Context: an optimization exercise on an open-source flow, tuned for small area and a short achievable clock period. The choices shown serve that exercise and are no tape-out recipe.
In this exercise RTL edits were held to simulation tests only and were not proved equivalent to the original.

==> flow/design.v, too long to show whole: its modules and the start of the top module <==
// module fft_complex_compute: 3844 lines
// module cbfly_fa: 4 lines
// module cbfly_ha: 4 lines
module fft_complex_compute #(
  parameter DATA_WIDTH = 32
) (
  input  logic clk,
  input  logic [DATA_WIDTH-1:0] x_N,
  input  logic [DATA_WIDTH-1:0] x_M,
  input  logic [DATA_WIDTH-1:0] w_N,
  output logic [DATA_WIDTH-1:0] y_N,
  output logic [DATA_WIDTH-1:0] y_M
);
  // ...
==> flow/run.sh <==
#!/bin/bash
# synth_recipe.tcl (not shown) runs the flow's synth.tcl, then flattens the netlist and writes it again
# the make line also repeats each setting of config.mk as NAME=value (left out here)
make -C /OpenROAD-flow-scripts/flow DESIGN_CONFIG=/design/flow/config.mk WORK_HOME=/design/flow/orfs CLKGATE_MAP_FILE= SYNTH_SCRIPT=/design/flow/synth_recipe.tcl finish
==> flow/config.mk <==
export PLATFORM = sky130hd
export DESIGN_NAME = fft_complex_compute
export DESIGN_NICKNAME = fft_complex_compute
export VERILOG_FILES = /design/flow/design.v
export SDC_FILE = /design/flow/constraint.sdc
export NUM_CORES = 4
export LEC_CHECK = 0
export ABC_AREA = 1
export CAP_MARGIN = 20
export CORE_MARGIN = 2
export CORE_UTILIZATION = 40
export SETUP_SLACK_MARGIN = 4.5
export SLEW_MARGIN = 20
export SYNTH_HIERARCHICAL = 1
export SYNTH_MINIMUM_KEEP_SIZE = 0
==> flow/constraint.sdc <==
create_clock -name core_clock -period 8.0 [get_ports {clk}]
set_input_delay 1.6000 -clock core_clock [delete_from_list [all_inputs] [get_ports {clk}]]
set_output_delay 1.6000 -clock core_clock [all_outputs]
set_load 0.01 [all_outputs]
==> metrics.md, run 1 <==
| Metric | Value |
|---|---|
| # port buffers | 160 |
| Fin. Hold Viols | 0 |
| Grt met3 use | 0.06809 |
| Final core utilization | 0.4605 |
| Count of non-CTS inverters in the layout | about 290 |
| FP Rows | ~100 |
| Net Count, Synth | between 3000 and 4000 |
| CTS Buf Count | between 40 and 50 |
| Pre-CTS setup slack | between 4 and 5 ns |
| Critical Path RT | ~8.5 ns |
| Nonclk buf count | between 200 and 300 |
| Min Hold Slack | about 0.32 ns |
| First-pass DRT Iterations | 7 |
| GP Congestion | 0.9195 |
| Congestion Overflow GR | 0 |
| Register area share after synthesis | 0.2202 |
| YS warnings | 7 |
| Run status | complete, no violations |
| Top sig layer | met5 |
| Num ports | around 160 |
| Wire per inst | between 20 and 25 microns |
| Worst-Skew Late Latency | 0.62 ns |
| Design area | 35680 sq um |
| DRT antenna net count | 0 |
| # DRC | 0 |
| CP Depth | 11 |
==> inputs of run 2 (changes only) <==
--- a/flow/config.mk
+++ b/flow/config.mk
@@ -10,4 +10,6 @@
 export CORE_MARGIN = 2
 export CORE_UTILIZATION = 40
+export CTS_CLUSTER_DIAMETER = 150
+export CTS_CLUSTER_SIZE = 30
 export SETUP_SLACK_MARGIN = 4.5
 export SLEW_MARGIN = 20
==> run 2 against run 1 <==
- still clean
- sequential share of layout area grew 0.61 points
- wire length shrank 1.8%
- register-to-register slack lost 0.03 ns
- synthesized cell count is the same
- first-iteration DRC count grew 0.87%
- non-clock buffer count shrank 5
- critical endpoint unchanged
==> metrics.md, run 2 <==
| Metric | Value |
|---|---|
| Setup TNS | 0 ns |
| Main synth FF type | dfxtp_1 |
| Final #Nets | about 3800 |
| Commonest cells post-synth | 544 x xor2_1, 492 x fa_1, 431 x o22ai_1 |
| RSZ-0062 raised after global routing | true |
| Critical Path RT | 8.47 ns (-0.06 ns) |
| Initial antenna violation count | 1 |
| Crit Path Max Fanout | 30 |
| # port buffers | 160 (unchanged) |
| Register area | around 7000 sq um |
| DIE HEIGHT | 283.6 microns |
| CTS H-tree lvls | 1 |
| CTS Buf Count | 16 (-62%) |
| CP Class | reg -> reg |
| GRT Overall Usage | 0.2361 |
| CTS sink count | 344 |
| Worst-Skew Late Latency | 0.58 ns (-0.04 ns) |
| Placed cell count | approximately 4100 |
| Wire per inst | 23.26 microns (-0.38%) |
| Design area | 34660 sq um (-2.9%) |
| CP Launch Type | register |
| Fin. Hold Viols | 0 (unchanged) |
| Post-synth top area share | 0.3149 |
| Full die area | 80450 sq um |
| Largest stage delay on the critical path | around 0.61 ns |
| Die W | 283.6 microns |
| Post-synth top area cell | fa_1 |
| Mapped Cells | 3047 |
| Non-filler cells, final | just over 4000 |
| # DRC | 0 (unchanged) |
| Min Hold Slack | 0.3374 ns (+0.01528 ns) |
| First-pass GRT wire length | between 100000 and 150000 microns |
| Cell Area, Synth | around 31000 sq um |
| Crit end category | register |
| Avg Cell Area, Syn | between 10 and 15 sq um |
| Clock skew | 0.03075 ns |
| Clock Path Buffers | 3 |
| Synth top area cells | fa_1 31%, dfxtp_1 22%, xor2_1 15% |
| Worst path slowest cell | fa_2 |
| FP Rows | 102 (unchanged) |
| Congestion Overflow GR | 0 (unchanged) |
| Num ports | 161 (unchanged) |
| Most numerous cell in the Yosys netlist | xor2_1 |
| Detailed Route WL | ~96000 microns |
| N_diodes | 0 |
| Register area share after synthesis | 0.2202 (unchanged) |
| Area grow syn2layout | 10.81% |
| Vias per inst | around 5.6 |
| Sequence of cells on the critical path | inv_1, buf_12, o22ai_2, xor2_1, fa_1, fa_2, fa_2, fa_1, o221a_2, nand2_1, nand2_1 |
| Net Count, Synth | 3758 (unchanged) |
| DR vias | between 20000 and 25000 |
| DRT antenna net count | 0 (unchanged) |
| CTS tree | done |
| Layout cells sized above 1 | 0.09567 |
| Most frequent cells in the layout | 536 x xor2_1, 481 x fa_1, 428 x o22ai_1, 308 x dfxtp_1, 296 x nand2_1 |
| Root Driver | clkbuf_16 |
| Hold/Removal Path Class | reg -> reg |
| Yosys reg bits | about 340 |
| Placed inst area | between 30000 and 40000 sq um |
| MaxCap Viol Count | 0 |
| Max Transition Viols Final | 0 |
| Slew HR | 0.2269 |
| YS warnings | 7 (unchanged) |
| Post-synth EDFFs | 0 |
| CTS clk-pin slew, worst paths | 0.12 ns |
| # setup viols final | 0 |
| Commonest non-fill, non-tap cell in the layout | xor2_1 |
| Worst slew pin tran | 1.148 ns |
| First-pass DRT Iterations | 8 (+1) |
| # fillers | about 7400 |
| DP Wirelength | around 65000 microns |
| Multi-input gate area | between 20000 and 25000 sq um |
| Post-synth ARST share | 0 |
| Achievable Freq | 0.2852 GHz |
| Run status | complete, no violations |
| Core area | just under 80000 sq um |
| Post-layout min period | ~3.5 ns |
| Initial core utilization | 0.4038 |
| GP Congestion | 0.9195 (unchanged) |
| Synth unique cells | 28 |
| Worst path arrival time | between 3 and 4 ns |
| Part of the cycle the worst path needs | 0.4384 |
| Vias in the first global route | 23689 |
| Largest net degree at the start of global routing | 34 |
| Iter 0 DRT Violations | about 2700 |
[run 2: path summary, 6_finish.rpt]
path	cells past startpoint	slack [ns]	endpoint	startpoint
max	11	4.49	qi_l1g0	br_one[1]
min	0	0.34	ai2[3]	ai[3]
max reg2reg	11	4.49	qi_l1g0	br_one[1]
min reg2reg	0	0.34	ai2[3]	ai[3]
[run 2: cells by family (layout without fill, tap and decap cells)]
logic type      after synthesis  count (layout)  synth area share
flops                       344             344            0.2202
simple gates                434             434           0.05416
fa+ha+maj                   614             614            0.3637
mux                          14              14          0.005040
compound gates              560             560            0.1192
buf+inv                     527             574           0.08261
xor+xnor                    554             554            0.1551
[run 2: metal layers]
| metal | track usage | routed length, microns |
|---|---|---|
| met3 | 0.05667 | 10550 |
| met1 | 0.3036 | 37060 |
| met4 | 0.1208 | 5457 |
| met2 | 0.3708 | 43060 |
| met5 | 0 | 11 |
[run 2: area by class of cell]
class | instances | share of cell area
Clock inverter | 4 | 0.001516
Timing Repair Buffer | 265 | 0.07960
Multi-Input combinational cell | 2176 | 0.6337
Sequential cell | 344 | 0.2008
Inverter | 284 | 0.03379
Clock buffer | 18 | 0.01238
Tap cell | 1040 | 0.03755
Timing Repair inverter | 3 | 0.0006498
[run 2: modules after synthesis, one instance, submodules excluded]
module	times used	flip-flops and latches	cells
cbfly_fa	476	0	1
cbfly_ha	52	0	1
fft_complex_compute	1	344	2519
[run 2: critical path: cells and delay by family, from the launching register on]
kind | cells | cell delay, ns
AO/OA/AOI/OAI | 2 | 0.47
XOR/XNOR | 1 | 0.19
buffers and inverters | 2 | 0.26
adder cells (fa/ha/maj) | 4 | 1.93
AND/OR/NAND/NOR | 2 | 0.11
flip-flops | 1 | 0.41
[run 2: what timing repair did]
item                       CTS  global route
hold buffers                 0             0
setup endpoints to repair   81            41
gates resized for setup     85           122
cloned                       3             1
setup buffers               29             5
pin swaps                    0             2
[run 2: stage by stage]
stage	setup WS, ns	util
final	4.493	0.4474
after global routing	4.410	0.4474
after CTS	4.443	0.4415
after detailed placement	4.015	0.4286
after global placement	4.037	0.4286
after floorplan	4.730	-
==> inputs of run 3 (changes only) <==
==> flow/flow/run.sh (new file) <==
#!/bin/bash
# The standard layout (the standard.sh: ORFS synthesis through finish,
# unchanged), except that the port buffers that global placement inserts on
# every input and output are the platform's smallest buffer (buf_1) rather
# than the one buffer_ports picks by default.  Timing repair still resizes
# them where a path needs it.  The tools' output goes to standard.log.
set -euo pipefail
export BUFFER_PORTS_ARGS="-buffer_cell sky130_fd_sc_hd__buf_1"
bash standard.sh > standard.log 2>&1
==> flow/standard.sh (new file) <==
#!/bin/bash
# synth_recipe.tcl (not shown) runs the flow's synth.tcl, then flattens the netlist and writes it again
# the make line also repeats each setting of config.mk as NAME=value (left out here)
make -C /OpenROAD-flow-scripts/flow DESIGN_CONFIG=/design/flow/config.mk WORK_HOME=/design/flow/orfs CLKGATE_MAP_FILE= SYNTH_SCRIPT=/design/flow/synth_recipe.tcl "${@:-finish}"
--- a/flow/config.mk
+++ b/flow/config.mk
@@ -10,6 +10,4 @@
 export CORE_MARGIN = 2
 export CORE_UTILIZATION = 40
-export CTS_CLUSTER_DIAMETER = 150
-export CTS_CLUSTER_SIZE = 30
 export SETUP_SLACK_MARGIN = 4.5
 export SLEW_MARGIN = 20
removed: flow/run.sh
==> run 3 against run 2 <==
- highest routed layer unchanged
- critical path type unchanged
- largest cell class unchanged
- die area did not move
- design area down 0.45%
- maximum frequency rose by 0.74%
- critical endpoint unchanged
- critical path depth unchanged
==> metrics.md, run 3 <==
| Metric | Value |
|---|---|
| Initial antenna violation count | 2 (+1) |
| YS warnings | 7 (unchanged) |
| N_diodes | 0 (unchanged) |
| Avg Cell Area, Syn | 10.27 sq um (unchanged) |
| DRT antenna net count | 0 (unchanged) |
| First-pass DRT Iterations | 7 (-1) |
| Commonest cells post-synth | 544 x xor2_1, 492 x fa_1, 431 x o22ai_1 |
| Num ports | 161 (unchanged) |
| Critical Path RT | 8.49 ns (+0.02 ns) |
| Yosys reg bits | 344 (unchanged) |
| Achievable Freq | 0.2873 GHz (+0.74%) |
| CP Class | reg -> reg |
| Worst-Skew Late Latency | 0.59 ns (about the same) |
| Initial core utilization | 0.4038 (unchanged) |
| Die W | 283.6 microns (unchanged) |
| Max Transition Viols Final | 0 (unchanged) |
| Part of the cycle the worst path needs | 0.4351 (-0.003225) |
| RSZ-0062 raised after global routing | true |
| Hold_buf cts | 0 (unchanged) |
| Worst slew pin tran | 1.034 ns (-0.1139 ns) |
| First-pass GRT wire length | 145700 microns (+0.25%) |
| Commonest non-fill, non-tap cell in the layout | xor2_1 |
| Grt met3 use | 0.06551 (+0.008842) |
| # port buffers | 160 (unchanged) |
| Most numerous cell in the Yosys netlist | xor2_1 |
| MaxCap Viol Count | 0 (unchanged) |
| Root Driver | clkbuf_16 |
| Clock Path Buffers | 3 (unchanged) |
| DR vias | 23253 (+0.026%) |
| Register area share after synthesis | 0.2202 (unchanged) |
| Post-synth EDFFs | 0 (unchanged) |
| Clock skew | 0.02403 ns (-0.006715 ns) |
| Post-layout min period | 3.481 ns (-0.02580 ns) |
| Congestion Overflow GR | 0 (unchanged) |
| Crit Path Max Fanout | 32 (+6.7%) |
| # DRC | 0 (unchanged) |
| CP Launch Type | register |
| Post-synth top area share | 0.3149 (unchanged) |
| Most frequent cells in the layout | 538 x xor2_1, 485 x fa_1, 425 x o22ai_1, 309 x dfxtp_1, 296 x nand2_1 |
| Core area | 77470 sq um (unchanged) |
| Synth unique cells | 28 (unchanged) |
| Area grow syn2layout | 10.31% |
| Design area | 34500 sq um (-0.45%) |
| DP Wirelength | 65500 microns (about the same) |
| FP Rows | 102 (unchanged) |
| DIE HEIGHT | 283.6 microns (unchanged) |
| Multi-input gate area | 21950 sq um (about the same) |
| Met1 Use GR | 0.2991 (-0.004462) |
| Slew HR | 0.3036 (+0.07672) |
| GRT Overall Usage | 0.2371 (+0.0009835) |
| Cell Area, Synth | 31280 sq um (unchanged) |
| Mapped Cells | 3047 (unchanged) |
| Met2 GRT Util | 0.3740 (+0.003248) |
| Setup TNS | 0 ns (unchanged) |
| # setup viols final | 0 (unchanged) |
| Final #Nets | 3827 (+0.68%) |
| Placed inst area | 32200 sq um (-3.0%) |
| Largest net degree at the start of global routing | 34 (unchanged) |
| Worst path arrival time | 3.97 ns (about the same) |
| Hold/Removal Path Class | reg -> reg |
| Post-synth ARST share | 0 (unchanged) |
| Synth top area cells | fa_1 31%, dfxtp_1 22%, xor2_1 15% |
| CTS sink count | 344 (unchanged) |
| CTS Buf Count | 41 (+25) |
| CTS clk-pin slew, worst paths | 0.07 ns (-0.05 ns) |
| CTS H-tree lvls | 2 (+1) |
| Pre-CTS setup slack | 3.966 ns (-0.04928 ns) |
| Busiest layer in global routing | met2 |
| Final core utilization | 0.4454 (-0.002003) |
| Layout cells sized above 1 | 0.1069 (+0.01120) |
| Run status | complete, no violations |
| Crit end category | register |
| # fillers | 7443 (+0.77%) |
| Fin. Hold Viols | 0 (unchanged) |
| Full die area | 80450 sq um (unchanged) |
| Register area | 6953 sq um (about the same) |
| Detailed Route WL | 96140 microns (about the same) |
| Net Count, Synth | 3758 (unchanged) |
| Vias in the first global route | 24173 (+2.0%) |
| Iter 0 DRT Violations | 2521 (-5.8%) |
| Wire per inst | 22.98 microns (-1.2%) |
| GP Congestion | 0.9212 (+0.18%) |
| Main synth FF type | dfxtp_1 |
| Vias per inst | 5.558 (-1.2%) |
| PnR worst setup slack | 4.519 ns (+0.02580 ns) |
| CTS tree | done |
| Post-synth top area cell | fa_1 |
-- run 3: layout make-up --
cell class | count | area share
Tap cell | 1040 | 0.03771
Timing Repair Buffer | 267 | 0.05066
Inverter | 284 | 0.03369
Timing Repair inverter | 2 | 0.0004352
Multi-Input combinational cell | 2176 | 0.6361
Clock buffer | 54 | 0.03260
Clock inverter | 17 | 0.007253
Sequential cell | 344 | 0.2015
-- run 3: cell families (layout without fill, tap and decap cells) --
group | after synthesis | count (layout) | share of synthesized area
xor gates and xnor gates | 554 | 554 | 0.1551
DFF | 344 | 344 | 0.2202
buffers and inverters | 527 | 624 | 0.08261
and+or+nand+nor | 434 | 434 | 0.05416
AOI/OAI and AO/OA | 560 | 560 | 0.1192
muxes | 14 | 14 | 0.005040
adders and majority gates | 614 | 614 | 0.3637
-- run 3: critical path, stage by stage (launching register included) --
cell and delay, ns:
dfxtp_1 0.30, inv_2 0.05, buf_6 0.36, o22ai_2 0.12
xor2_1 0.17, fa_1 0.56, fa_2 0.50, fa_1 0.49
ha_1 0.42, o221a_2 0.31, nand2_1 0.06, nand2_1 0.04
-- run 3: Yosys stat by module, one instance, submodules excluded --
| module | area [sq um] | times used | flip-flops and latches | cells |
|---|---|---|---|---|
| fft_complex_compute | 21100 | 1 | 344 | 2519 |
| cbfly_fa | 20.02 | 476 | 0 | 1 |
| cbfly_ha | 12.51 | 52 | 0 | 1 |
-- run 3: final timing paths --
path | endpoint | slack [ns] | startpoint | cells past startpoint
max reg2reg | qi_l1g0 | 4.52 | wi[7] | 11
max | qi_l1g0 | 4.52 | wi[7] | 11
min reg2reg | ar2[5] | 0.32 | ar[5] | 0
min | ar2[5] | 0.32 | ar[5] | 0
-- run 3: per-stage QoR --
stage	instances	hold slack (ns)
after CTS	4176	0.3220
after floorplan	3047	0.3096
after global routing	4184	0.3294
after global placement	4074	0.3099
final	4184	0.3200
after detailed placement	4074	0.3132
-- run 3: routing by layer --
| metal | share of wire | up-vias | routed length [microns] |
|---|---|---|---|
| met2 | 0.44 | 1495 | 42620 |
| met1 | 0.38 | 11341 | 36990 |
| met5 | 0.00087 | - | 84 |
| met4 | 0.056 | 2 | 5392 |
| li1 | - | 10064 | - |
| met3 | 0.11 | 351 | 11050 |
-- run 3: timing repair --
action                     4_1_cts  5_1_grt
pin swaps                        0        4
resized for setup               89       98
buffers inserted                29        6
setup endpoints to repair       86       30
cloned                           2        2
==> inputs of run 4 (changes only) <==
--- a/flow/config.mk
+++ b/flow/config.mk
@@ -10,4 +10,6 @@
 export CORE_MARGIN = 2
 export CORE_UTILIZATION = 40
+export CTS_CLUSTER_DIAMETER = 120
+export CTS_CLUSTER_SIZE = 20
 export SETUP_SLACK_MARGIN = 4.5
 export SLEW_MARGIN = 20
==> run 4 against run 3 <==
- critical path depth fell by 1
- worst hold slack gained 0.0095 ns
- non-clock buffer count fell by 8
- cell count shrank 1.1%
- area after synthesis is the same
- register-to-register slack better by 0.02 ns
- design area down 2.2%
- die area unchanged
- via count shrank 1.1%
- clock skew fell by 0.00093 ns
- critical path type unchanged
- critical endpoint is now qr_h0_3
==> metrics.md, run 4 <==
| Metric | Value |
|---|---|
| Commonest cells post-synth | 544 x xor2_1, 492 x fa_1, 431 x o22ai_1 |
| Final core utilization | 0.4358 (-0.009610) |
| Slew HR | 0.3160 (+0.01243) |
| Top cell family by delay on the critical path | adder cells |
| Critical Path RT | 8.50 ns (about the same) |
| CTS Buf Count | 23 (-44%) |
| Worst-Skew Late Latency | 0.61 ns (+0.02 ns) |
| Most numerous cell in the Yosys netlist | xor2_1 |
| Achievable Freq | 0.2890 GHz (+0.61%) |
| Launch point of the worst reg-to-reg path | bi_two[2] |
| Clock skew | 0.02310 ns (-0.0009335 ns) |
| Fin. Hold Viols | 0 (unchanged) |
| Setup TNS | 0 ns (unchanged) |
| First-pass DRT Iterations | 8 (+1) |
| Post-synth top area share | 0.3149 (unchanged) |
| Main synth FF type | dfxtp_1 |
| CP Class | reg -> reg |
| # DRC | 0 (unchanged) |
| Clock Path Buffers | 3 (unchanged) |
| Die W | 283.6 microns (unchanged) |
| GRT Overall Usage | 0.2363 (-0.0008503) |
| CTS tree | done |
| Hold/Removal Path Class | reg -> reg |
| # port buffers | 160 (unchanged) |
| Part of the cycle the worst path needs | 0.4325 (-0.002637) |
| Post-layout min period | 3.460 ns (-0.02110 ns) |
| PnR worst setup slack | 4.540 ns (+0.02110 ns) |
| Post-synth EDFFs | 0 (unchanged) |
| Synth unique cells | 28 (unchanged) |
| CTS H-tree lvls | 1 (-1) |
| Max Transition Viols Final | 0 (unchanged) |
| Synth top area cells | fa_1 31%, dfxtp_1 22%, xor2_1 15% |
| Layout cells sized above 1 | 0.09593 (-0.01094) |
| First-pass GRT wire length | 145500 microns (-0.16%) |
| Vias per inst | 5.561 (about the same) |
| Root Driver | clkbuf_16 |
| YS warnings | 7 (unchanged) |
| Crit Path Max Fanout | 27 (-16%) |
| RSZ-0062 raised after global routing | true |
| Register area share after synthesis | 0.2202 (unchanged) |
| Wire per inst | 23.03 microns (+0.21%) |
| Worst Setup SP | bi_two[2] |
| Detailed Route WL | 95230 microns (-0.94%) |
| Core area | 77470 sq um (unchanged) |
| Worst path arrival time | 3.96 ns (about the same) |
| Start point of the worst hold path | ar[5] |
| Final #Nets | 3801 (-0.68%) |
| Worst path slowest cell | fa_1 |
| CTS clk-pin slew, worst paths | 0.10 ns (+0.03 ns) |
| DRT antenna net count | 0 (unchanged) |
| DIE HEIGHT | 283.6 microns (unchanged) |
| Initial antenna violation count | 1 (-1) |
| MaxCap Viol Count | 0 (unchanged) |
| Sequence of cells on the critical path | inv_1, buf_12, o22ai_1, xor2_1, fa_1, fa_1, fa_1, fa_1, inv_1, fa_1 |
| Avg Cell Area, Syn | 10.27 sq um (unchanged) |
| Full die area | 80450 sq um (unchanged) |
| # setup viols final | 0 (unchanged) |
| DP Wirelength | 65500 microns (unchanged) |
| Largest stage delay on the critical path | 0.50 ns (-0.06 ns) |
| Most frequent cells in the layout | 538 x xor2_1, 484 x fa_1, 427 x o22ai_1, 308 x dfxtp_1, 296 x nand2_1 |
| Commonest non-fill, non-tap cell in the layout | xor2_1 |
| FP Rows | 102 (unchanged) |
| N_diodes | 0 (unchanged) |
| CTS sink count | 344 (unchanged) |
| Area grow syn2layout | 7.933% |
| Iter 0 DRT Violations | 2291 (-9.1%) |
| Congestion Overflow GR | 0 (unchanged) |
| Yosys reg bits | 344 (unchanged) |
| DR vias | 23000 (-1.1%) |
| Most used cell, CP | fa_1 |
| Pre-CTS setup slack | 3.966 ns (unchanged) |
| Mapped Cells | 3047 (unchanged) |
| Vias in the first global route | 24031 (-0.59%) |
| Net Count, Synth | 3758 (unchanged) |
| GP Congestion | 0.9212 (unchanged) |
| Buf+Inv Stages, Crit Path | 3 (+1) |
| Largest net degree at the start of global routing | 34 (unchanged) |
| Initial core utilization | 0.4038 (unchanged) |
| Crit end category | register |
| Num ports | 161 (unchanged) |
| Worst slew pin tran | 1.015 ns (-0.01846 ns) |
| Run status | complete, no violations |
| Post-synth top area cell | fa_1 |
| CP Launch Type | register |
| Post-synth ARST share | 0 (unchanged) |
| Cell Area, Synth | 31280 sq um (unchanged) |
[run 4: changes by cell type in the layout (fill, tap and decap cells not counted), sizes merged]
| cell | delta |
|---|---|
| clkbuf | -33 |
| buf | -6 |
| clkinvlp | -6 |
| bufinv | -4 |
| inv | +2 |
| clkinv | -1 |
[run 4: final timing paths]
kind | slack (ns) | cells after the start | to
worst max register to register | 4.54 | 10 | qr_h0_3
worst min-delay path | 0.33 | 0 | ar2[5]
worst max-delay path | 4.54 | 10 | qr_h0_3
worst min register to register | 0.33 | 0 | ar2[5]
[run 4: cell families after synthesis]
kind of cell,Yosys count,synth area share
muxes,14,0.005040
DFF,344,0.2202
and+or+nand+nor,434,0.05416
xor gates and xnor gates,554,0.1551
AOI/OAI and AO/OA,560,0.1192
adders and majority gates,614,0.3637
buffers and inverters,527,0.08261
[run 4: worst reg2reg max path: cells and delay by family (launching register included)]
| family | cells | cell delay, ns |
|---|---|---|
| compound gates | 1 | 0.13 |
| xor+xnor | 1 | 0.18 |
| fa+ha+maj | 5 | 2.17 |
| buf+inv | 3 | 0.53 |
| flops | 1 | 0.35 |
[run 4: modules after synthesis (local to each module, per instance)]
module	cells inside	cell area (sq um)
cbfly_fa	1	20.02
cbfly_ha	1	12.51
fft_complex_compute	2519	21100
[run 4: stage by stage]
step / hold slack (ns) / instances / cell area [sq um]
floorplan: 0.3096 / 3047 / 31280
global placement: 0.3099 / 4074 / 32200
detailed placement: 0.3132 / 4074 / 32200
CTS: 0.3319 / 4133 / 33390
global route: 0.3344 / 4136 / 33760
finish: 0.3294 / 4136 / 33760
[run 4: area by class of cell]
cell class | count | area [sq um]
clock buffers | 23 | 575.6
clock inverters | 8 | 116.4
fillers | 7493 | 43710
inverters | 284 | 1157
multi-input cells | 2176 | 21960
flip-flops and latches | 344 | 6949
well taps | 1040 | 1301
repair buffers | 259 | 1685
repair inverters | 2 | 15.01
[run 4: timing repair]
action / in CTS / in global routing
pin swaps: 0 / 3
cloned: 2 / 0
buffers inserted: 26 / 3
gates resized for setup: 86 / 104
endpoints found under the setup margin: 84 / 36
hold buffers: 0 / 0
[run 4: layer usage]
metal	track usage	part of all wire
met2	0.3706	0.44
met1	0.3001	0.39
met4	0.1183	0.059
met3	0.06415	0.11
met5	0.001190	0
==> inputs of run 5 (changes only) <==
--- a/flow/config.mk
+++ b/flow/config.mk
@@ -16,2 +16,3 @@
 export SYNTH_HIERARCHICAL = 1
 export SYNTH_MINIMUM_KEEP_SIZE = 0
+export TNS_END_PERCENT = 5
==> run 5 against run 4 <==
- critical path depth down 1
- still clean
- global-route usage down 0.077 points
- count of clock-buffer cells in the layout unchanged
- highest routed layer is now met5
==> metrics.md, run 5 <==
| Metric | Value |
|---|---|
| Iter 0 DRT Violations | 2295 (+0.17%) |
| FP Rows | 102 (unchanged) |
| DRT antenna net count | 0 (unchanged) |
| Non-filler cells, final | 4134 (-0.048%) |
| # setup viols final | 0 (unchanged) |
| Area grow syn2layout | 6.929% |
| Root Driver | clkbuf_16 |
| Most frequent cells in the layout | 542 x xor2_1, 490 x fa_1, 431 x o22ai_1, 317 x dfxtp_1, 298 x nand2_1 |
| Die W | 283.6 microns (unchanged) |
| Vias per inst | 5.594 (+0.59%) |
| Post-synth EDFFs | 0 (unchanged) |
| Hold/Removal Path Class | reg -> reg |
| GRT Overall Usage | 0.2355 (-0.0007714) |
| Mapped Cells | 3047 (unchanged) |
| Wire per inst | 22.99 microns (-0.17%) |
| Core area | 77470 sq um (unchanged) |
| CTS clk-pin slew, worst paths | 0.09 ns (about the same) |
| Clock skew | 0.02629 ns (+0.003188 ns) |
| # port buffers | 160 (unchanged) |
| Post-layout min period | 3.612 ns (+0.1523 ns) |
| CTS sink count | 344 (unchanged) |
| Worst slew pin tran | 0.9632 ns (-0.05205 ns) |
| Achievable Freq | 0.2768 GHz (-4.2%) |
| Top cell family by delay on the critical path | adder cells |
| Initial antenna violation count | 1 (unchanged) |
| CTS H-tree lvls | 1 (unchanged) |
| CTS tree | done |
| DP Wirelength | 65500 microns (unchanged) |
| Post-synth top area cell | fa_1 |
| Net Count, Synth | 3758 (unchanged) |
| Worst-Skew Late Latency | 0.61 ns (about the same) |
| Slew HR | 0.3511 (+0.03506) |
| Final core utilization | 0.4317 (-0.004054) |
| CP Class | reg -> reg |
| Synth top area cells | fa_1 31%, dfxtp_1 22%, xor2_1 15% |
| First-pass GRT wire length | 145200 microns (-0.19%) |
| YS warnings | 7 (unchanged) |
| Layout cells sized above 1 | 0.08565 (-0.01028) |
| Commonest non-fill, non-tap cell in the layout | xor2_1 |
| CTS Buf Count | 23 (unchanged) |
| Max Transition Viols Final | 0 (unchanged) |
| Full die area | 80450 sq um (unchanged) |
| Detailed Route WL | 95030 microns (-0.22%) |
| Crit Path Max Fanout | 32 (+19%) |
| First-pass DRT Iterations | 7 (-1) |
| Sequence of cells on the critical path | inv_1, buf_4, o22ai_1, xor2_1, fa_1, fa_1, fa_1, fa_1, fa_1 |
| Avg Cell Area, Syn | 10.27 sq um (unchanged) |
| Largest net degree at the start of global routing | 34 (unchanged) |
| Worst path slowest cell | fa_1 |
| DIE HEIGHT | 283.6 microns (unchanged) |
| Yosys reg bits | 344 (unchanged) |
| Synth unique cells | 28 (unchanged) |
| # DRC | 0 (unchanged) |
| Post-synth top area share | 0.3149 (unchanged) |
| CP Launch Type | register |
| Main synth FF type | dfxtp_1 |
| GP Congestion | 0.9212 (unchanged) |
| Most used cell, CP | fa_1 |
| Commonest cells post-synth | 544 x xor2_1, 492 x fa_1, 431 x o22ai_1 |
| Post-synth ARST share | 0 (unchanged) |
| RSZ-0062 raised after global routing | true |
| Num ports | 161 (unchanged) |
| Critical Path RT | 8.49 ns (about the same) |
| Buf+Inv Stages, Crit Path | 2 (-1) |
| Congestion Overflow GR | 0 (unchanged) |
| Placed cell count | 4074 (unchanged) |
| Fin. Hold Viols | 0 (unchanged) |
| Clock Path Buffers | 3 (unchanged) |
| Largest stage delay on the critical path | 0.51 ns (about the same) |
| N_diodes | 0 (unchanged) |
| Worst path arrival time | 4.10 ns (+0.14 ns) |
| MaxCap Viol Count | 0 (unchanged) |
| Run status | complete, no violations |
| DR vias | 23125 (+0.54%) |
| Setup TNS | 0 ns (unchanged) |
| Cell Area, Synth | 31280 sq um (unchanged) |
| Most numerous cell in the Yosys netlist | xor2_1 |
| Vias in the first global route | 24013 (-0.075%) |
| Final #Nets | 3799 (-0.053%) |
| Register area share after synthesis | 0.2202 (unchanged) |
| Crit end category | register |
| Initial core utilization | 0.4038 (unchanged) |
| Part of the cycle the worst path needs | 0.4515 (+0.01904) |
-- run 5: cell counts after synthesis --
No cell type changed its count.
-- run 5: final cells by class --
cell class	instances	area [sq um]
clock inverters	8	116.4
repair buffers	257	1526
clock buffers	23	575.6
fillers	7532	44020
well taps	1040	1301
inverters	284	1142
flip-flops and latches	344	6935
multi-input cells	2176	21830
repair inverters	2	15.01
-- run 5: path summary, 6_finish.rpt --
kind / startpoint / to / slack, ns / depth (start not counted)
worst min register to register: ar[2] / ar2[2] / 0.33 / 0
worst max register to register: wr[6] / qi_h0_3 / 4.39 / 9
worst max-delay path: wr[6] / qi_h0_3 / 4.39 / 9
worst min-delay path: ar[2] / ar2[2] / 0.33 / 0
-- run 5: layer usage --
| metal | up-vias | GRT usage | routed length (microns) | share of wire |
|---|---|---|---|---|
| met5 | - | 0.004762 | 56 | 0.00059 |
| met4 | 2 | 0.1106 | 5447 | 0.057 |
| met3 | 360 | 0.05852 | 10570 | 0.11 |
| met2 | 1448 | 0.3721 | 42010 | 0.44 |
| met1 | 11322 | 0.3029 | 36950 | 0.39 |
| li1 | 9993 | - | - | - |
-- run 5: cell families (layout without fill, tap and decap cells) --
kind of cell               Yosys count  after routing  share of synthesized area
muxes                               14             14                   0.005040
and+or+nand+nor                    434            434                    0.05416
DFF                                344            344                     0.2202
xor gates and xnor gates           554            554                     0.1551
adders and majority gates          614            614                     0.3637
buffers and inverters              527            574                    0.08261
AOI/OAI and AO/OA                  560            560                     0.1192
-- run 5: metrics by stage --
| stage | instance area (sq um) | setup WS [ns] | hold slack (ns) |
|---|---|---|---|
| after floorplan | 31280 | 4.730 | 0.3096 |
| after global routing | 33440 | 4.369 | 0.3344 |
| final | 33440 | 4.388 | 0.3290 |
| after CTS | 33270 | 4.448 | 0.3319 |
| after global placement | 32200 | 4.062 | 0.3099 |
| after detailed placement | 32200 | 3.966 | 0.3132 |
-- run 5: timing repair --
action | CTS | global route
cloned | 2 | 0
pin swaps | 0 | 0
hold buffers | 0 | 0
gates resized for setup | 55 | 54
setup endpoints to repair | 84 | 59
buffers inserted | 22 | 5
-- run 5: worst reg2reg max path, delay by kind of cell, from the launching register on --
family                     cells  cell delay, ns
adders and majority gates      5            2.34
DFF                            1            0.32
AOI/OAI and AO/OA              1            0.17
buffers and inverters          2            0.49
xor gates and xnor gates       1            0.18
-- run 5: per-module statistics from Yosys (local to each module, per instance) --
module	copies in the design	flip-flops and latches	cells inside	cell area, sq um
fft_complex_compute	1	344	2519	21100
cbfly_fa	476	0	1	20.02
cbfly_ha	52	0	1	12.51
==> inputs of run 6 (changes only) <==
--- a/flow/config.mk
+++ b/flow/config.mk
@@ -16,3 +16,3 @@
 export SYNTH_HIERARCHICAL = 1
 export SYNTH_MINIMUM_KEEP_SIZE = 0
-export TNS_END_PERCENT = 5
+export TNS_END_PERCENT = 25
==> run 6 against run 5 <==
- critical path type unchanged
- synthesized cell count is the same
- clock skew shrank 0.0025 ns
- still clean
- count of clock-buffer cells in the layout is the same
- largest cell class unchanged
- worst hold slack is essentially flat
- critical path depth grew 1
- die area is the same
- sequential share of layout area shrank 0.14 points
- utilization grew 0.37 points
- setup slack gained 0.11 ns
==> metrics.md, run 6 <==
| Metric | Value |
|---|---|
| Vias in the first global route | 24032 (+0.079%) |
| Yosys reg bits | 344 (unchanged) |
| Worst slew pin tran | 0.9948 ns (+0.03161 ns) |
| Grt met3 use | 0.05973 (+0.001206) |
| Most used cell, CP | fa_1 |
| # setup viols final | 0 (unchanged) |
| Top cell family by delay on the critical path | adder cells |
| Post-synth top area cell | fa_1 |
| Non-filler cells, final | 4138 (+0.097%) |
| Avg Cell Area, Syn | 10.27 sq um (unchanged) |
| Reg-to-reg endpoint | qr_h0_3 |
| Reg2Reg Setup Slack | 4.50 ns (+0.11 ns) |
| Launch point of the worst reg-to-reg path | bi_two[1] |
| Commonest cells post-synth | 544 x xor2_1, 492 x fa_1, 431 x o22ai_1 |
| Achievable Freq | 0.2855 GHz (+3.1%) |
| # port buffers | 160 (unchanged) |
| CTS tree | done |
| Buf+Inv Stages, Crit Path | 3 (+1) |
| Hold_buf cts | 0 (unchanged) |
| GRT Overall Usage | 0.2356 (about the same) |
| Met1 Use GR | 0.3019 (-0.0009820) |
| Min Hold Slack | 0.3290 ns (-0.00004200 ns) |
| Run status | complete, no violations |
| CP Launch Type | register |
| Compound-cell area share of the yosys netlist | 0.1192 (unchanged) |
| XOR/XNOR Fraction of Synth Area | 0.1551 (unchanged) |
| Die W | 283.6 microns (unchanged) |
| Vias per inst | 5.588 (-0.11%) |
| Pre-CTS setup slack | 3.966 ns (unchanged) |
| Final #Nets | 3803 (+0.11%) |
| First-pass DRT Iterations | 9 (+2) |
| DRT antenna net count | 0 (unchanged) |
| Fin. Hold Viols | 0 (unchanged) |
| Synth Area in Simple Gates | 0.05416 (unchanged) |
| Critical Path RT | 8.49 ns (about the same) |
| Main synth FF type | dfxtp_1 |
| Cell Area, Synth | 31280 sq um (unchanged) |
| Register-to-Register Path Depth | 10 (+1) |
| Wire per inst | 23.08 microns (+0.41%) |
| Congestion Overflow GR | 0 (unchanged) |
| Root Driver | clkbuf_16 |
| Detailed Route WL | 95510 microns (+0.51%) |
| Largest family of logic cells by synthesized area | adder cells |
| CTS clk-pin slew, worst paths | 0.10 ns (about the same) |
| MaxCap Viol Count | 0 (unchanged) |
| Start point of the worst hold path | ar[2] |
| Worst path arrival time | 3.99 ns (-0.11 ns) |
| Sequence of cells on the critical path | inv_2, buf_12, o22ai_1, xor2_1, fa_1, fa_1, fa_1, fa_1, inv_1, fa_1 |
| Crit end category | register |
| CTS H-tree lvls | 1 (unchanged) |
| Post-synthesis mux area share | 0.005040 (unchanged) |
| YS warnings | 7 (unchanged) |
| N_diodes | 0 (unchanged) |
| Crit Path Max Fanout | 22 (-31%) |
| Busiest layer in global routing | met2 |
| Post-synth EDFFs | 0 (unchanged) |
| CTS sink count | 344 (unchanged) |
| Layout cells sized above 1 | 0.09361 (+0.007959) |
| Post-synth ARST share | 0 (unchanged) |
| Slew HR | 0.3298 (-0.02130) |
| Post-layout min period | 3.502 ns (-0.1100 ns) |
| Commonest non-fill, non-tap cell in the layout | xor2_1 |
| Worst path slowest cell | fa_1 |
| Clock Path Buffers | 3 (unchanged) |
| Area grow syn2layout | 7.837% |
| # DRC | 0 (unchanged) |
| FP Rows | 102 (unchanged) |
| Initial antenna violation count | 1 (unchanged) |
| Num ports | 161 (unchanged) |
| DIE HEIGHT | 283.6 microns (unchanged) |
| GP Congestion | 0.9212 (unchanged) |
| Iter 0 DRT Violations | 2222 (-3.2%) |
| Core area | 77470 sq um (unchanged) |
| Most numerous cell in the Yosys netlist | xor2_1 |
| RSZ-0062 raised after global routing | true |
| Hold/Removal Path Class | reg -> reg |
| Post-synth top area share | 0.3149 (unchanged) |
| Met2 GRT Util | 0.3724 (about the same) |
| Setup TNS | 0 ns (unchanged) |
| DR vias | 23123 (-0.0086%) |
| Part of the cycle the worst path needs | 0.4378 (-0.01375) |
| First-pass GRT wire length | 145200 microns (about the same) |
| Synthesized-area fraction occupied by adder cells | 0.3637 (unchanged) |
| Worst Hold End | ar2[2] |
| CTS Buf Count | 23 (unchanged) |
| Placed cell count | 4074 (unchanged) |
| Register area share after synthesis | 0.2202 (unchanged) |
| Hold path cells | 0 (unchanged) |
| Clock skew | 0.02378 ns (-0.002505 ns) |
| DP Wirelength | 65500 microns (unchanged) |
| CP Class | reg -> reg |
| Max Transition Viols Final | 0 (unchanged) |
| Worst-Skew Late Latency | 0.60 ns (about the same) |
| Largest net degree at the start of global routing | 34 (unchanged) |
| Final core utilization | 0.4354 (+0.003666) |
| Synth top area cells | fa_1 31%, dfxtp_1 22%, xor2_1 15% |
| Largest stage delay on the critical path | 0.49 ns (-0.02 ns) |
| Full die area | 80450 sq um (unchanged) |
| Mapped Cells | 3047 (unchanged) |
| Initial core utilization | 0.4038 (unchanged) |
| Synth unique cells | 28 (unchanged) |
| PnR worst setup slack | 4.498 ns (+0.1100 ns) |
| Net Count, Synth | 3758 (unchanged) |
| Most frequent cells in the layout | 540 x xor2_1, 487 x fa_1, 427 x o22ai_1, 309 x dfxtp_1, 296 x nand2_1 |
run 6: cell counts after synthesis:
Identical to the previous run, type by type.
run 6: layer usage:
layer,vias up,share of wire
li1,10011,-
met1,11300,0.39
met2,1453,0.45
met3,359,0.11
met4,0,0.055
met5,-,0
run 6: worst max path at each step:
stage | to | startpoint | cells past startpoint | slack, ns
after floorplan | qi_l0g0 | bi_neg[1] | 10 | 4.73
after global placement | qr_h0_3 | bi_neg[3] | 7 | 4.06
after detailed placement | qr_h6_2 | wi[15] | 7 | 3.97
after CTS | ynr[9] | qr_h1_0 | 11 | 4.45
after global routing | qr_h0_3 | br_neg[7] | 7 | 4.45
final | qr_h0_3 | bi_two[1] | 10 | 4.50
run 6: cell type report:
class,instances,area [sq um]
Inverter,284,1154
Timing Repair inverter,2,15.01
Sequential cell,344,6948
Tap cell,1040,1301
Multi-Input combinational cell,2176,21900
Clock buffer,23,575.6
Clock inverter,8,116.4
Fill cell,7503,43740
Timing Repair Buffer,261,1715
run 6: cells by family after synthesis:
logic type	after synthesis
fa+ha+maj	614
compound gates	560
xor+xnor	554
buf+inv	527
simple gates	434
flops	344
mux	14
run 6: Yosys stat by module, one instance, submodules excluded:
module	flip-flops and latches	area, sq um	cells inside	times used
fft_complex_compute	344	21100	2519	1
cbfly_ha	0	12.51	1	52
cbfly_fa	0	20.02	1	476
run 6: what timing repair did:
item                       CTS  global route
hold endpoints to repair     0             0
resized for setup           61           116
setup endpoints to repair   84            36
cloned                       2             1
pin swaps                    0             4
buffers inserted            26             4
run 6: stage by stage:
stage                     cell area [sq um]
after floorplan                       31280
after global placement                32200
after detailed placement              32200
after CTS                             33330
after global routing                  33730
final                                 33730
==> inputs of run 7 (changes only) <==
--- a/flow/config.mk
+++ b/flow/config.mk
@@ -12,7 +12,7 @@
 export CTS_CLUSTER_DIAMETER = 120
 export CTS_CLUSTER_SIZE = 20
+export PLACE_DENSITY = 0.75
 export SETUP_SLACK_MARGIN = 4.5
 export SLEW_MARGIN = 20
 export SYNTH_HIERARCHICAL = 1
 export SYNTH_MINIMUM_KEEP_SIZE = 0
-export TNS_END_PERCENT = 25
==> run 7 against run 6 <==
- sequential share of layout area shrank 0.23 points
- cell count grew 0.70%
- synthesized cell count is the same
- highest routed layer is now met5
- largest cell class unchanged
- register-to-register slack lost 0.06 ns
==> metrics.md, run 7 <==
| Metric | Value |
|---|---|
| Avg Cell Area, Syn | 10.27 sq um (unchanged) |
| CP Class | reg -> reg |
| # fillers | 7240 (-3.5%) |
| GP Congestion | 0.9834 (+6.8%) |
| Critical Path RT | 8.48 ns (about the same) |
| Synth top area cells | fa_1 31%, dfxtp_1 22%, xor2_1 15% |
| Pre-CTS setup slack | 4.080 ns (+0.1147 ns) |
| Post-synth top area cell | fa_1 |
| Yosys reg bits | 344 (unchanged) |
| Post-layout min period | 3.567 ns (+0.06435 ns) |
| Most used cell, CP | fa_1 |
| Buf+Inv Stages, Crit Path | 2 (-1) |
| Detailed Route WL | 96510 microns (+1.0%) |
| Worst-Skew Late Latency | 0.62 ns (+0.02 ns) |
| Reg-to-reg endpoint | qr_h0_3 |
| Achievable Freq | 0.2804 GHz (-1.8%) |
| Synth Area in Simple Gates | 0.05416 (unchanged) |
| Crit end category | register |
| Main synth FF type | dfxtp_1 |
| First-pass DRT Iterations | 10 (+1) |
| Top cell family by delay on the critical path | adder cells |
| GRT Overall Usage | 0.2348 (-0.0008608) |
| RSZ-0062 raised after global routing | true |
| Net Count, Synth | 3758 (unchanged) |
| Post-synth EDFFs | 0 (unchanged) |
| CTS Buf Count | 23 (unchanged) |
| Post-synthesis mux area share | 0.005040 (unchanged) |
| Synthesized-area fraction occupied by adder cells | 0.3637 (unchanged) |
| Largest stage delay on the critical path | 0.54 ns (+0.05 ns) |
| Grt met3 use | 0.09743 (+0.03770) |
| Congestion Overflow GR | 0 (unchanged) |
| XOR/XNOR Fraction of Synth Area | 0.1551 (unchanged) |
| Slew HR | 0.1873 (-0.1425) |
| Die W | 283.6 microns (unchanged) |
| Met2 GRT Util | 0.3544 (-0.01808) |
| DRT antenna net count | 0 (unchanged) |
| Setup TNS | 0 ns (unchanged) |
| DIE HEIGHT | 283.6 microns (unchanged) |
| Compound-cell area share of the yosys netlist | 0.1192 (unchanged) |
| # port buffers | 160 (unchanged) |
| Worst slew pin tran | 1.206 ns (+0.2115 ns) |
| CP Depth | 7 (-3) |
| Final #Nets | 3829 (+0.68%) |
| Largest net degree at the start of global routing | 34 (unchanged) |
| Post-synth top area share | 0.3149 (unchanged) |
| PnR worst setup slack | 4.433 ns (-0.06435 ns) |
| Cell Area, Synth | 31280 sq um (unchanged) |
| CP endpoint | qr_h0_3 |
| Worst path slowest cell | fa_1 |
| Met1 Use GR | 0.2804 (-0.02157) |
| Largest family of logic cells by synthesized area | adder cells |
| Worst Setup SP | br_neg[7] |
| Fin. Hold Viols | 0 (unchanged) |
| Synth unique cells | 28 (unchanged) |
| Wire per inst | 23.16 microns (+0.34%) |
| Run status | complete, no violations |
| First-pass GRT wire length | 146400 microns (+0.84%) |
| Non-filler cells, final | 4167 (+0.70%) |
| Vias in the first global route | 25437 (+5.8%) |
| Clock skew | 0.04907 ns (+0.02529 ns) |
| # DRC | 0 (unchanged) |
| Max Transition Viols Final | 0 (unchanged) |
| Reg2Reg Setup Slack | 4.43 ns (-0.06 ns) |
| DP Wirelength | 64210 microns (-2.0%) |
| CP Launch Type | register |
| Busiest layer in global routing | met2 |
| # setup viols final | 0 (unchanged) |
| CTS tree | done |
| Full die area | 80450 sq um (unchanged) |
| Register-to-Register Path Depth | 7 (-3) |
| Vias per inst | 5.802 (+3.8%) |
| Worst path arrival time | 4.04 ns (+0.05 ns) |
| Root Driver | clkbuf_16 |
| Hold/Removal Path Class | reg -> reg |
| Mapped Cells | 3047 (unchanged) |
| Num ports | 161 (unchanged) |
| CTS H-tree lvls | 1 (unchanged) |
| Launch point of the worst reg-to-reg path | br_neg[7] |
| YS warnings | 7 (unchanged) |
| Sequence of cells on the critical path | buf_6, inv_1, xor2_2, fa_1, fa_1, fa_1, fa_1 |
| Commonest cells post-synth | 544 x xor2_1, 492 x fa_1, 431 x o22ai_1 |
| CTS clk-pin slew, worst paths | 0.09 ns (about the same) |
| Most frequent cells in the layout | 537 x xor2_1, 482 x fa_1, 421 x o22ai_1, 311 x dfxtp_1, 296 x nand2_1 |
| DR vias | 24179 (+4.6%) |
| Clock Path Buffers | 3 (unchanged) |
| Initial antenna violation count | 2 (+1) |
| Placed cell count | 4073 (-0.025%) |
| MaxCap Viol Count | 0 (unchanged) |
| Part of the cycle the worst path needs | 0.4458 (+0.008044) |
| CTS sink count | 344 (unchanged) |
| Initial core utilization | 0.4038 (unchanged) |
| Register area share after synthesis | 0.2202 (unchanged) |
| FP Rows | 102 (unchanged) |
| Area grow syn2layout | 8.949% |
| Most numerous cell in the Yosys netlist | xor2_1 |
| Iter 0 DRT Violations | 3375 (+52%) |
| Commonest non-fill, non-tap cell in the layout | xor2_1 |
| Layout cells sized above 1 | 0.1062 (+0.01263) |
| Post-synth ARST share | 0 (unchanged) |
| Crit Path Max Fanout | 32 (+45%) |
| Core area | 77470 sq um (unchanged) |
-- run 7: metal layers --
layer	part of all wire	routed length [microns]
met5	0.0020	192
met1	0.35	33610
met3	0.15	14810
met4	0.072	6922
met2	0.42	40970
-- run 7: final cells by class --
type,count,area [sq um],share of cell area
clock buffer,24,589.3,0.01729
clock inverter,8,95.09,0.002791
tap,1040,1301,0.03819
multi-input combinational,2176,21990,0.6452
sequential,344,6940,0.2037
timing repair buffer,282,1931,0.05666
inverter,284,1175,0.03448
timing repair inverter,7,52.55,0.001542
antenna,2,5.005,0.0001469
-- run 7: per-module statistics from Yosys, one instance, submodules excluded --
module               flops+latches  cells  copies in the design
cbfly_ha                         0      1                    52
cbfly_fa                         0      1                   476
fft_complex_compute            344   2519                     1
-- run 7: through the flow --
step | hold slack (ns) | utilization | instance area (sq um)
finish | 0.3303 | 0.4399 | 34080
global route | 0.3410 | 0.4398 | 34070
CTS | 0.3353 | 0.4315 | 33430
detailed placement | 0.3121 | 0.4155 | 32190
global placement | 0.3108 | 0.4155 | 32190
floorplan | 0.3096 | - | 31280
-- run 7: how the worst min path moves through the flow --
stage,from,to,cells past startpoint
global placement,ai[11],ai2[11],0
floorplan,ai[0],ai2[0],0
detailed placement,ar[13],ar2[13],0
CTS,ar[11],ar2[11],0
global route,ai[4],ai2[4],0
finish,ar[11],ar2[11],0
-- run 7: logic make-up (layout without fill, tap and decap cells) --
logic type	count (synthesis)	in the layout
AO/OA/AOI/OAI	560	560
XOR/XNOR	554	554
adder cells (fa/ha/maj)	614	614
buffers and inverters	527	605
flip-flops	344	344
multiplexers	14	14
other	0	2
AND/OR/NAND/NOR	434	434
-- run 7: what timing repair did --
action | in CTS | in global routing
gates resized for setup | 65 | 154
hold buffers | 0 | 0
gates cloned | 7 | 2
setup buffers | 38 | 13
pin swaps | 0 | 6
endpoints found under the setup margin | 76 | 53
==> inputs of run 8 (changes only) <==
--- a/flow/config.mk
+++ b/flow/config.mk
@@ -12,5 +12,5 @@
 export CTS_CLUSTER_DIAMETER = 120
 export CTS_CLUSTER_SIZE = 20
-export PLACE_DENSITY = 0.75
+export GPL_ROUTABILITY_DRIVEN = 0
 export SETUP_SLACK_MARGIN = 4.5
 export SLEW_MARGIN = 20
==> run 8 against run 7 <==
- area after synthesis is the same
- sequential cell count is the same
- setup slack gained 0.11 ns
==> metrics.md, run 8 <==
| Metric | Value |
|---|---|
| Synth top area cells | fa_1 31%, dfxtp_1 22%, xor2_1 15% |
| Post-synth top area share | 0.3149 (unchanged) |
| Initial core utilization | 0.4038 (unchanged) |
| Top cell family by delay on the critical path | adder cells |
| Layout cells sized above 1 | 0.09593 (-0.01031) |
| Slew HR | 0.3160 (+0.1288) |
| FP Rows | 102 (unchanged) |
| Most numerous cell in the Yosys netlist | xor2_1 |
| Vias per inst | 5.561 (-4.2%) |
| Die W | 283.6 microns (unchanged) |
| Initial antenna violation count | 1 (-1) |
| Pre-CTS setup slack | 3.966 ns (-0.1147 ns) |
| Achievable Freq | 0.2890 GHz (+3.1%) |
| DRT antenna net count | 0 (unchanged) |
| # port buffers | 160 (unchanged) |
| GRT Overall Usage | 0.2363 (+0.001493) |
| YS warnings | 7 (unchanged) |
| Worst path arrival time | 3.96 ns (-0.08 ns) |
| Synth unique cells | 28 (unchanged) |
| # setup viols final | 0 (unchanged) |
| Max Transition Viols Final | 0 (unchanged) |
| Hold/Removal Path Class | reg -> reg |
| Synthesized-area fraction occupied by adder cells | 0.3637 (unchanged) |
| Cell Area, Synth | 31280 sq um (unchanged) |
| Area grow syn2layout | 7.933% |
| Largest family of logic cells by synthesized area | adder cells |
| Design area | 33760 sq um (-0.93%) |
| Hold_buf cts | 0 (unchanged) |
| MaxCap Viol Count | 0 (unchanged) |
| Post-layout min period | 3.460 ns (-0.1067 ns) |
| Setup TNS | 0 ns (unchanged) |
| Root Driver | clkbuf_16 |
| # DRC | 0 (unchanged) |
| PnR worst setup slack | 4.540 ns (+0.1067 ns) |
| Iter 0 DRT Violations | 2291 (-32%) |
| DIE HEIGHT | 283.6 microns (unchanged) |
| Commonest cells post-synth | 544 x xor2_1, 492 x fa_1, 431 x o22ai_1 |
| Worst-Skew Late Latency | 0.61 ns (about the same) |
| Part of the cycle the worst path needs | 0.4325 (-0.01334) |
| Post-synth EDFFs | 0 (unchanged) |
| DP Wirelength | 65500 microns (+2.0%) |
| Largest stage delay on the critical path | 0.50 ns (-0.04 ns) |
| Worst slew pin tran | 1.015 ns (-0.1911 ns) |
| RSZ-0062 raised after global routing | true |
| Yosys reg bits | 344 (unchanged) |
| First-pass DRT Iterations | 8 (-2) |
| Post-synth top area cell | fa_1 |
| Fin. Hold Viols | 0 (unchanged) |
| Crit end category | register |
| Post-synth ARST share | 0 (unchanged) |
| Placed inst area | 32200 sq um (about the same) |
| DR vias | 23000 (-4.9%) |
| Post-synthesis mux area share | 0.005040 (unchanged) |
| Sequence of cells on the critical path | inv_1, buf_12, o22ai_1, xor2_1, fa_1, fa_1, fa_1, fa_1, inv_1, fa_1 |
| Avg Cell Area, Syn | 10.27 sq um (unchanged) |
| Mapped Cells | 3047 (unchanged) |
| XOR/XNOR Fraction of Synth Area | 0.1551 (unchanged) |
| Wire per inst | 23.03 microns (-0.58%) |
| Congestion Overflow GR | 0 (unchanged) |
| First-pass GRT wire length | 145500 microns (-0.66%) |
| Most frequent cells in the layout | 538 x xor2_1, 484 x fa_1, 427 x o22ai_1, 308 x dfxtp_1, 296 x nand2_1 |
| # fillers | 7493 (+3.5%) |
| Core area | 77470 sq um (unchanged) |
| Clock skew | 0.02310 ns (-0.02597 ns) |
| Run status | complete, no violations |
| CTS Buf Count | 23 (unchanged) |
| Detailed Route WL | 95230 microns (-1.3%) |
| Compound-cell area share of the yosys netlist | 0.1192 (unchanged) |
| Net Count, Synth | 3758 (unchanged) |
| CTS tree | done |
| CP Launch Type | register |
| N_diodes | 0 (-2) |
| CP Class | reg -> reg |
| Commonest non-fill, non-tap cell in the layout | xor2_1 |
| Num ports | 161 (unchanged) |
| Main synth FF type | dfxtp_1 |
| Most used cell, CP | fa_1 |
| CTS clk-pin slew, worst paths | 0.10 ns (about the same) |
| Synth Area in Simple Gates | 0.05416 (unchanged) |
| Worst path slowest cell | fa_1 |
| Full die area | 80450 sq um (unchanged) |
| Clock Path Buffers | 3 (unchanged) |
| CTS H-tree lvls | 1 (unchanged) |
| Largest net degree at the start of global routing | 34 (unchanged) |
| Buf+Inv Stages, Crit Path | 3 (+1) |
| Crit Path Max Fanout | 27 (-16%) |
| Register area share after synthesis | 0.2202 (unchanged) |
| CTS sink count | 344 (unchanged) |
| Critical Path RT | 8.50 ns (+0.02 ns) |
| Vias in the first global route | 24031 (-5.5%) |
| Final #Nets | 3801 (-0.73%) |
## run 8: cell types whose count changed in the layout (fill, tap and decap cells not counted), sizes merged
cell      before  now
buf          278  255
bufinv         0    1
clkbuf        28   27
clkinv         9   10
clkinvlp      25   11
diode          2    0
inv          265  272
## run 8: per-stage QoR
step	cells	utilization	hold WS [ns]
after floorplan	3047	-	0.3096
after global placement	4074	0.4157	0.3099
after detailed placement	4074	0.4157	0.3132
after CTS	4133	0.4311	0.3319
after global routing	4136	0.4358	0.3344
final	4136	0.4358	0.3294
## run 8: final timing paths
path / from / to / slack [ns] / cells after the start
worst max-delay path: bi_two[2] / qr_h0_3 / 4.54 / 10
worst min-delay path: ar[5] / ar2[5] / 0.33 / 0
worst max register to register: bi_two[2] / qr_h0_3 / 4.54 / 10
worst min register to register: ar[5] / ar2[5] / 0.33 / 0
## run 8: cells by family (layout without fill, tap and decap cells)
kind of cell	count (synthesis)	count (layout)
compound gates	560	560
buf+inv	527	576
flops	344	344
fa+ha+maj	614	614
simple gates	434	434
xor+xnor	554	554
mux	14	14
## run 8: worst reg2reg max path, cell delays in order, from the launching register on
cell and delay [ns]:
dfxtp_2 0.35, inv_1 0.17, buf_12 0.23, o22ai_1 0.13, xor2_1 0.18, fa_1 0.39
fa_1 0.46, fa_1 0.50, fa_1 0.40, inv_1 0.13, fa_1 0.42
## run 8: layer usage
metal | wire length (microns) | global-route usage | vias to the layer above | share of wire
li1 | - | - | 9984 | -
met2 | 42220 | 0.3706 | 1369 | 0.44
met3 | 10730 | 0.06415 | 354 | 0.11
met1 | 36700 | 0.3001 | 11293 | 0.39
met4 | 5584 | 0.1183 | 0 | 0.059
met5 | 0 | 0.001190 | - | 0
## run 8: cell type report
| type | instances | area [sq um] | area share |
|---|---|---|---|
| clock buffers | 23 | 575.6 | 0.01705 |
| clock inverters | 8 | 116.4 | 0.003447 |
| inverters | 284 | 1157 | 0.03428 |
| multi-input cells | 2176 | 21960 | 0.6505 |
| flip-flops and latches | 344 | 6949 | 0.2058 |
| well taps | 1040 | 1301 | 0.03855 |
| repair buffers | 259 | 1685 | 0.04992 |
| repair inverters | 2 | 15.01 | 0.0004448 |
## run 8: repair_timing
item,4_1_cts,5_1_grt
pin swaps,0,3
gates resized for setup,86,104
setup endpoints to repair,84,36
setup buffers,26,3
gates cloned,2,0
## run 8: modules after synthesis (local to each module, per instance)
module	cells inside	times used
fft_complex_compute	2519	1
cbfly_fa	1	476
cbfly_ha	1	52
==> inputs of run 9 (changes only) <==
--- a/flow/config.mk
+++ b/flow/config.mk
@@ -9,8 +9,7 @@
 export CAP_MARGIN = 20
 export CORE_MARGIN = 2
-export CORE_UTILIZATION = 40
+export CORE_UTILIZATION = 55
 export CTS_CLUSTER_DIAMETER = 120
 export CTS_CLUSTER_SIZE = 20
-export GPL_ROUTABILITY_DRIVEN = 0
 export SETUP_SLACK_MARGIN = 4.5
 export SLEW_MARGIN = 20
==> run 9 against run 8 <==
- still clean
- design area shrank 0.86%
- die area shrank 27%
- largest cell class unchanged
==> metrics.md, run 9 <==
| Metric | Value |
|---|---|
| Min Hold Slack | 0.3286 ns (-0.0008100 ns) |
| DR vias | 23723 (+3.1%) |
| Commonest non-fill, non-tap cell in the layout | xor2_1 |
| CTS tree | done |
| # port buffers | 160 (unchanged) |
| Die W | 242.5 microns (-15%) |
| Post-layout min period | 3.497 ns (+0.03667 ns) |
| Run status | complete, no violations |
| Layout cells sized above 1 | 0.09657 (+0.0006349) |
| Clock Path Buffers | 3 (unchanged) |
| Launch point of the worst reg-to-reg path | br_neg[5] |
| Cell Area, Synth | 31280 sq um (unchanged) |
| Placed inst area | 31840 sq um (-1.1%) |
| MaxCap Viol Count | 0 (unchanged) |
| Setup TNS | 0 ns (unchanged) |
| DIE HEIGHT | 242.5 microns (-15%) |
| Iter 0 DRT Violations | 2344 (+2.3%) |
| Metal3 WL | 10680 microns (-0.43%) |
| Register area | 6940 sq um (-0.13%) |
| Wire per inst | 25.87 microns (+12%) |
| Post-synth top area share | 0.3149 (unchanged) |
| CTS H-tree lvls | 1 (unchanged) |
| Placed cell count | 3790 (-7.0%) |
| Synth unique cells | 28 (unchanged) |
| DP Wirelength | 66060 microns (+0.87%) |
| Slew HR | 0.3474 (+0.03131) |
| Crit Path Max Fanout | 33 (+22%) |
| Worst path arrival time | 4.03 ns (+0.07 ns) |
| Main synth FF type | dfxtp_1 |
| Avg Cell Area, Syn | 10.27 sq um (unchanged) |
| Non-filler cells, final | 3843 (-7.1%) |
| FP Rows | 87 (-15%) |
| Commonest cells post-synth | 544 x xor2_1, 492 x fa_1, 431 x o22ai_1 |
| Fin. Hold Viols | 0 (unchanged) |
| Max Transition Viols Final | 0 (unchanged) |
| PnR worst setup slack | 4.503 ns (-0.03667 ns) |
| Clock skew | 0.03916 ns (+0.01606 ns) |
| GRT Overall Usage | 0.3347 (+0.09846) |
| Post-synth top area cell | fa_1 |
| Start point of the worst hold path | ai[7] |
| Crit end category | register |
| CTS sink count | 344 (unchanged) |
| Detailed Route WL | 99410 microns (+4.4%) |
| Root Driver | clkbuf_16 |
| Congestion Overflow GR | 0 (unchanged) |
| CP Launch Type | register |
| Achievable Freq | 0.2860 GHz (-1.0%) |
| Post-synth EDFFs | 0 (unchanged) |
| Initial antenna violation count | 3 (+2) |
| Hold/Removal Path Class | reg -> reg |
| Mapped Cells | 3047 (unchanged) |
| Num ports | 161 (unchanged) |
| Worst-Skew Late Latency | 0.59 ns (-0.02 ns) |
| Final #Nets | 3794 (-0.18%) |
| YS warnings | 7 (unchanged) |
| Net Count, Synth | 3758 (unchanged) |
| Worst Setup SP | br_neg[5] |
| DRT met1 WL | 37400 microns (+1.9%) |
| Worst slew pin tran | 0.9687 ns (-0.04647 ns) |
| Synth top area cells | fa_1 31%, dfxtp_1 22%, xor2_1 15% |
| # DRC | 0 (unchanged) |
| CTS Buf Count | 21 (-8.7%) |
| Post-synth ARST share | 0 (unchanged) |
| RSZ-0062 raised after global routing | true |
| First-pass GRT wire length | 149900 microns (+3.1%) |
| Core area | 56280 sq um (-27%) |
| Area grow syn2layout | 7.009% |
| Vias per inst | 6.173 (+11%) |
[run 9: path summary, 6_finish.rpt]
path / end / slack [ns] / cells past startpoint
max: qr_l0g0 / 4.50 / 9
min: ai2[7] / 0.33 / 0
max reg2reg: qr_l0g0 / 4.50 / 9
min reg2reg: ai2[7] / 0.33 / 0
[run 9: Yosys stat by module (local to each module, per instance)]
module	copies in the design	cells	flops+latches
cbfly_ha	52	1	0
cbfly_fa	476	1	0
fft_complex_compute	1	2519	344
[run 9: stage by stage]
stage	util
after global placement	0.5658
final	0.5947
after global routing	0.5947
after detailed placement	0.5658
after floorplan	-
after CTS	0.5824
[run 9: repair_timing]
item,in CTS,in global routing
buffers inserted,14,10
hold buffers,0,0
resized for setup,70,155
endpoints found under the setup margin,74,51
gates cloned,0,2
pin swaps,0,20
[run 9: worst max-delay path, stage by stage (launching register included)]
cell and delay (ns):
dfxtp_2 0.32, buf_4 0.56, inv_1 0.33, xor2_1 0.43, fa_1 0.48, fa_1 0.50, fa_2 0.55, o221a_2 0.16
nand2_1 0.05, nand2_1 0.06
[run 9: cell type report]
| class | instances | area share |
|---|---|---|
| diodes | 1 | 0.00007477 |
| multi-input cells | 2176 | 0.6606 |
| well taps | 756 | 0.02826 |
| inverters | 284 | 0.03484 |
| flip-flops and latches | 344 | 0.2074 |
| clock inverters | 4 | 0.001570 |
| clock buffers | 22 | 0.01581 |
| repair buffers | 256 | 0.05151 |
[run 9: kinds of logic after synthesis]
group | Yosys count | synth area share
buffers and inverters | 527 | 0.08261
flip-flops | 344 | 0.2202
XOR/XNOR | 554 | 0.1551
AO/OA/AOI/OAI | 560 | 0.1192
multiplexers | 14 | 0.005040
adder cells (fa/ha/maj) | 614 | 0.3637
AND/OR/NAND/NOR | 434 | 0.05416
[run 9: metal layers]
metal / vias up / global-route usage
li1: 9973 / -
met1: 11842 / 0.4188
met2: 1525 / 0.5276
met3: 381 / 0.08109
met4: 2 / 0.1999
met5: - / 0

[separate check: timing with driven ports]
No port has a modelled driver above. Below, the same layouts with a new extraction and two added sets of constraints.
Step 1: set_driving_cell puts a clkbuf_16 on clk and a buf_2 on each other input, an assumption about the parent block.
Step 2, shift: input delay + t, output delay - t, t = (earliest + latest rising clock arrival at the registers) / 2. This alone moves slack from input paths to output paths.
Three values: no drivers, after step 1, after step 2; two values: the first two.
run | shift t [ns] | setup WS [ns] | clock arrival spread, ns
run 1 | 0.663 | 4.522 / 4.522 / 4.522 | 0.046 / 0.046
run 2 | 0.634 | 4.493 / 4.493 / 4.493 | 0.031 / 0.032
run 3 | 0.649 | 4.519 / 4.519 / 4.519 | 0.024 / 0.024
run 4 | 0.673 | 4.540 / 4.540 / 4.540 | 0.024 / 0.023
run 5 | 0.667 | 4.388 / 4.388 / 4.388 | 0.027 / 0.026
run 6 | 0.661 | 4.498 / 4.498 / 4.498 | 0.025 / 0.024
run 7 | 0.663 | 4.433 / 4.433 / 4.433 | 0.050 / 0.050
run 8 | 0.673 | 4.540 / 4.540 / 4.540 | 0.024 / 0.023
run 9 | 0.633 | 4.503 / 4.503 / 4.503 | 0.040 / 0.039
After both steps setup and hold are still met in every run listed.
